From an optimization exercise on the open Yosys and OpenROAD flow, aimed at small area, a short achievable clock period and few clock cycles; shortcuts taken in it are not production practice.
Function was checked by simulation only, so behaviour that the tests miss may differ from the original.

Design RSA, start of the top module:
module RSA ( key_in, mod_in, data_in, data_out, key_ready, mod_ready, data_ready, resetn, CLK, finish, key_end, mod_end, data_out_ready,state );
   input           CLK, resetn;
   input [31:0]    key_in, mod_in, data_in;
   input           key_ready, mod_ready, data_ready;
   output          finish;
   output [31:0]   data_out;
   output          key_end, mod_end, data_out_ready;
   output [2:0]    state;
   localparam [2:0] INIT     = 3'h1;
   localparam [2:0] IDLE     = 3'h2;
   localparam [2:0] KEY_GET  = 3'h3;
   localparam [2:0] MOD_GET  = 3'h4;
   localparam [2:0] DATA_GET = 3'h5;
   localparam [2:0] DATA_OUT = 3'h6;
   localparam [2:0] ENCRYPT  = 3'h7;
   localparam integer I_IDLE = 0;
   localparam integer I_INIT = 1;      
   localparam integer I_WS   = 2;      
   localparam integer I_PRE2 = 4;      
   localparam integer I_RUN  = 5;      
   localparam integer I_RES  = 6;      
   localparam integer I_NEXT = 7;      
   localparam integer I_DONE = 8;
   localparam [8:0] EG_IDLE = 9'b000000001;
   localparam [8:0] EG_INIT = 9'b000000010;
   localparam [8:0] EG_WS   = 9'b000000100;
   localparam [8:0] EG_PRE2 = 9'b000010000;
   localparam [8:0] EG_RUN  = 9'b000100000;
   localparam [8:0] EG_RES  = 9'b001000000;
   localparam [8:0] EG_NEXT = 9'b010000000;
   localparam [8:0] EG_DONE = 9'b100000000;
   localparam [3:0] PH_DBLA  = 4'd0;
   localparam [3:0] PH_SQ    = 4'd1;
   localparam [3:0] PH_CONV  = 4'd2;
   localparam [3:0] PH_COPY  = 4'd3;
   localparam [3:0] PH_DBLB  = 4'd4;
   localparam [3:0] PH_LOOP  = 4'd5;
   localparam [3:0] PH_FINAL = 4'd6;
   localparam [3:0] PH_FFIX  = 4'd7;
   localparam [3:0] PH_END   = 4'd8;
   localparam [1:0] SRC_A   = 2'd0;
   localparam [1:0] SRC_X   = 2'd1;
   localparam [1:0] SRC_ONE = 2'd2;
   reg [2:0]  st, st_n;
   reg [4:0]  cnt;
   reg        fin_r, kend_r, mend_r, dor_r, keyok, modok;
   reg [8:0]  eg, eg_n;
   reg        st_key, st_mod, st_dget, st_dout;    
  ...
Settings: LEC_CHECK=0, CAP_MARGIN=40, CORE_MARGIN=2, CORE_UTILIZATION=65, CTS_CLUSTER_DIAMETER=100, CTS_CLUSTER_SIZE=20, SLEW_MARGIN=40, SYNTH_HIERARCHICAL=1, SYNTH_MEMORY_MAX_BITS=8192; clock period 14.0 ns.
standard.sh (not shown) runs the stock make flow with config.mk's settings and CLKGATE_MAP_FILE= SYNTH_SCRIPT=/design/flow/synth_recipe.tcl, a recipe that flattens the netlist after the stock synthesis.
==> flow/flow/run.sh <==
#!/bin/bash
# Layout flow: the standard ORFS flow (standard.sh), run with a setup
# repair margin aimed well below the 14 ns clock, so that repair_timing
# keeps sizing and buffering the critical paths after the 14 ns
# constraint is met, with cell resizing not limited to cells of the same
# footprint, and with more antenna repair iterations after detailed
# routing.  The constraints, the synthesis and every step are the
# standard ones.
set -euo pipefail
bash standard.sh SETUP_SLACK_MARGIN=9.5 TNS_END_PERCENT=100 MATCH_CELL_FOOTPRINT=0 \
  MAX_REPAIR_ANTENNAS_ITER_DRT=12 MAX_REPAIR_ANTENNAS_ITER_GRT=8 finish > standard_flow.log 2>&1
Testbench counts at the start, summed over its fixed seeds: cycles 1,683,949.
Rerun with:
--- a/flow/flow/run.sh
+++ b/flow/flow/run.sh
@@ -10 +10 @@
-bash standard.sh SETUP_SLACK_MARGIN=9.5 TNS_END_PERCENT=100 MATCH_CELL_FOOTPRINT=0 \
+bash standard.sh SETUP_SLACK_MARGIN=9.3 TNS_END_PERCENT=100 MATCH_CELL_FOOTPRINT=0 \
After rerunning: Die area stays the same. Clock-buffer cell count stays the same. Routed wire length stays flat. Non-clock buffer count is lower by 20. Sequential share of layout area stays flat. Final area stays flat. Clock skew is lower by 3.4 ps. Setup slack is worse by 120 ps. Global-route usage hardly moves.
Rerun with:
--- a/flow/flow/run.sh
+++ b/flow/flow/run.sh
@@ -10 +10 @@
-bash standard.sh SETUP_SLACK_MARGIN=9.3 TNS_END_PERCENT=100 MATCH_CELL_FOOTPRINT=0 \
+bash standard.sh SETUP_SLACK_MARGIN=9.7 TNS_END_PERCENT=100 MATCH_CELL_FOOTPRINT=0 \
Result: Now the flow finished but failed the layout checks on antenna violations; clock skew hardly moves; final cell count stays flat; setup slack improved by 79 ps; cell area grows slightly; maximum frequency came out higher slightly; count of clock-buffer cells in the layout is unchanged.
Rerun with:
--- a/flow/flow/run.sh
+++ b/flow/flow/run.sh
@@ -10 +10 @@
-bash standard.sh SETUP_SLACK_MARGIN=9.7 TNS_END_PERCENT=100 MATCH_CELL_FOOTPRINT=0 \
+bash standard.sh SETUP_SLACK_MARGIN=9.6 TNS_END_PERCENT=100 MATCH_CELL_FOOTPRINT=0 \
What happened: With this change the flow completed with no timing, DRC or antenna violations; die area does not change; sequential share of layout area hardly moves; final area barely changes; wire length hardly moves; synthesized cell count stays the same; non-clock buffer count drops by 41; synthesized area stays the same.

---

RSA, a different RTL version from the one above (not shown whole).
// RSA
module RSA ( key_in, mod_in, data_in, data_out, key_ready, mod_ready, data_ready, resetn, CLK, finish, key_end, mod_end, data_out_ready,state );
Settings: LEC_CHECK=0, CAP_MARGIN=40, CORE_MARGIN=2, CORE_UTILIZATION=55, SLEW_MARGIN=40, SYNTH_HIERARCHICAL=1, SYNTH_MEMORY_MAX_BITS=8192; clock period 14.0 ns.
==> flow/flow/run.sh <==
#!/bin/bash
# Layout flow: the standard ORFS flow (standard.sh), run with a setup
# repair margin aimed well below the 14 ns clock, so that repair_timing
# keeps sizing and buffering the critical paths after the 14 ns
# constraint is met, and with cell resizing not limited to cells of the
# same footprint.  The constraints, the synthesis and every step are the
# standard ones.
set -euo pipefail
bash standard.sh SETUP_SLACK_MARGIN=9.3 TNS_END_PERCENT=100 MATCH_CELL_FOOTPRINT=0 finish > standard_flow.log 2>&1
The starting point finished with timing, DRC and antenna clean.
Testbench counts at the start, summed over its fixed seeds: cycles 1,683,949.
Rerun with:
CORE_UTILIZATION = 65   (was 55)
Result: Sequential share of layout area goes up by 0.18 points; area after synthesis is unchanged; sequential cell count stays the same.
Rerun with:
CAP_MARGIN = 20   (was 40)
CORE_UTILIZATION = 40   (was 65)
SLEW_MARGIN = 20   (was 40)
Outcome: Now the flow finished but failed the layout checks on antenna rules. Synthesized cell count does not change. Synthesized area does not change. Setup slack hardly moves.

---

RSA, a different RTL version from the one above (not shown whole).
Size in the first run: ~6700 flip-flops, about 0.40 sq mm of cells after synthesis.
clock: 14.0 ns
lec_check: 0
cap_margin: 40
core_margin: 2
core_utilization: 65
slew_margin: 40
synth_hierarchical: 1
synth_memory_max_bits: 8192
==> flow/flow/run.sh <==
#!/bin/bash
# Layout flow: the standard ORFS flow (standard.sh), run with a setup
# repair margin aimed well below the 14 ns clock, so that repair_timing
# keeps sizing and buffering the critical paths after the 14 ns
# constraint is met, with cell resizing not limited to cells of the same
# footprint, and with more antenna repair iterations after detailed
# routing.  The constraints, the synthesis and every step are the
# standard ones.
set -euo pipefail
bash standard.sh SETUP_SLACK_MARGIN=9.3 TNS_END_PERCENT=100 MATCH_CELL_FOOTPRINT=0 \
  MAX_REPAIR_ANTENNAS_ITER_DRT=12 MAX_REPAIR_ANTENNAS_ITER_GRT=8 finish > standard_flow.log 2>&1
Testbench counts at the start, summed over its fixed seeds: cycles 1,683,949.
Next try:
- CORE_UTILIZATION: 65 -> 72
- CTS_CLUSTER_DIAMETER: unset -> 100
- CTS_CLUSTER_SIZE: unset -> 20
After rerunning: The changed run completed with no timing, DRC or antenna violations; final area drops by 3.4%; global-route usage climbs by 4.1 points; routed wire length drops by 2.0%; via count climbs by 0.96%; non-clock buffer count drops by 43.
Next try:
--- a/flow/flow/run.sh
+++ b/flow/flow/run.sh
@@ -10 +10 @@
-bash standard.sh SETUP_SLACK_MARGIN=9.3 TNS_END_PERCENT=100 MATCH_CELL_FOOTPRINT=0 \
+bash standard.sh SETUP_SLACK_MARGIN=9.5 TNS_END_PERCENT=100 MATCH_CELL_FOOTPRINT=0 \
- CORE_UTILIZATION: 72 -> 65
What happened:
- The changed run produced a clean layout
- synthesized cell count is unchanged
- setup slack gets better by 0.32 ns
- area after synthesis is unchanged
- routed wire length climbs by 2.1%
- global-route usage drops by 4.1 points
- register-to-register slack gets better by 0.32 ns
- fmax climbs by 7.0%
- clock-buffer cell count climbs by 3
- core utilization drops by 6.6 points

static timing again, ports no longer ideal:
In the flow no input, the clock included, has a driving cell. The finished layouts below were timed again as built, in two steps.
Step 1 sets driving cells, clkbuf_16 on the clock port and buf_2 on the other inputs (assumed; they add their load-dependent delay and slew).
Step 2 times the ports against the registers' clock, not the clock port: input delays grow and output delays shrink by t, the midpoint of the rising clock arrivals with the driver on.
Three values: no drivers, after step 1, after step 2; two values: the first two.
| run | t (ns) | slack for setup (ns) | cell pins on the clock port's net |
|---|---|---|---|
| the first run of note 1 | 1.219 | 9.417 / 9.378 / 8.532 | 1 |
| the second run of note 1 | 1.214 | 9.296 / 9.281 / 8.541 | 1 |
| the third run of note 1 | 1.216 | 9.376 / 9.376 / 8.748 | 1 |
| the fourth run of note 1 | 1.218 | 9.415 / 9.415 / 8.558 | 1 |
| the first run of note 2 | 1.312 | 9.133 / 9.133 / 8.115 | 1 |
| the second run of note 2 | 1.288 | 9.090 / 9.090 / 8.436 | 1 |
| the third run of note 2 | 1.262 | 9.091 / 9.091 / 8.811 | 1 |
| the first run of note 3 | 1.314 | 9.209 / 9.209 / 8.745 | 1 |
| the second run of note 3 | 1.249 | 9.092 / 9.092 / 8.802 | 1 |
| the third run of note 3 | 1.205 | 9.414 / 9.407 / 8.600 | 1 |
For the first run of note 2, which loses most, drivers alone change the setup slack by 0.000 ns; drivers and shift together by -1.018 ns.
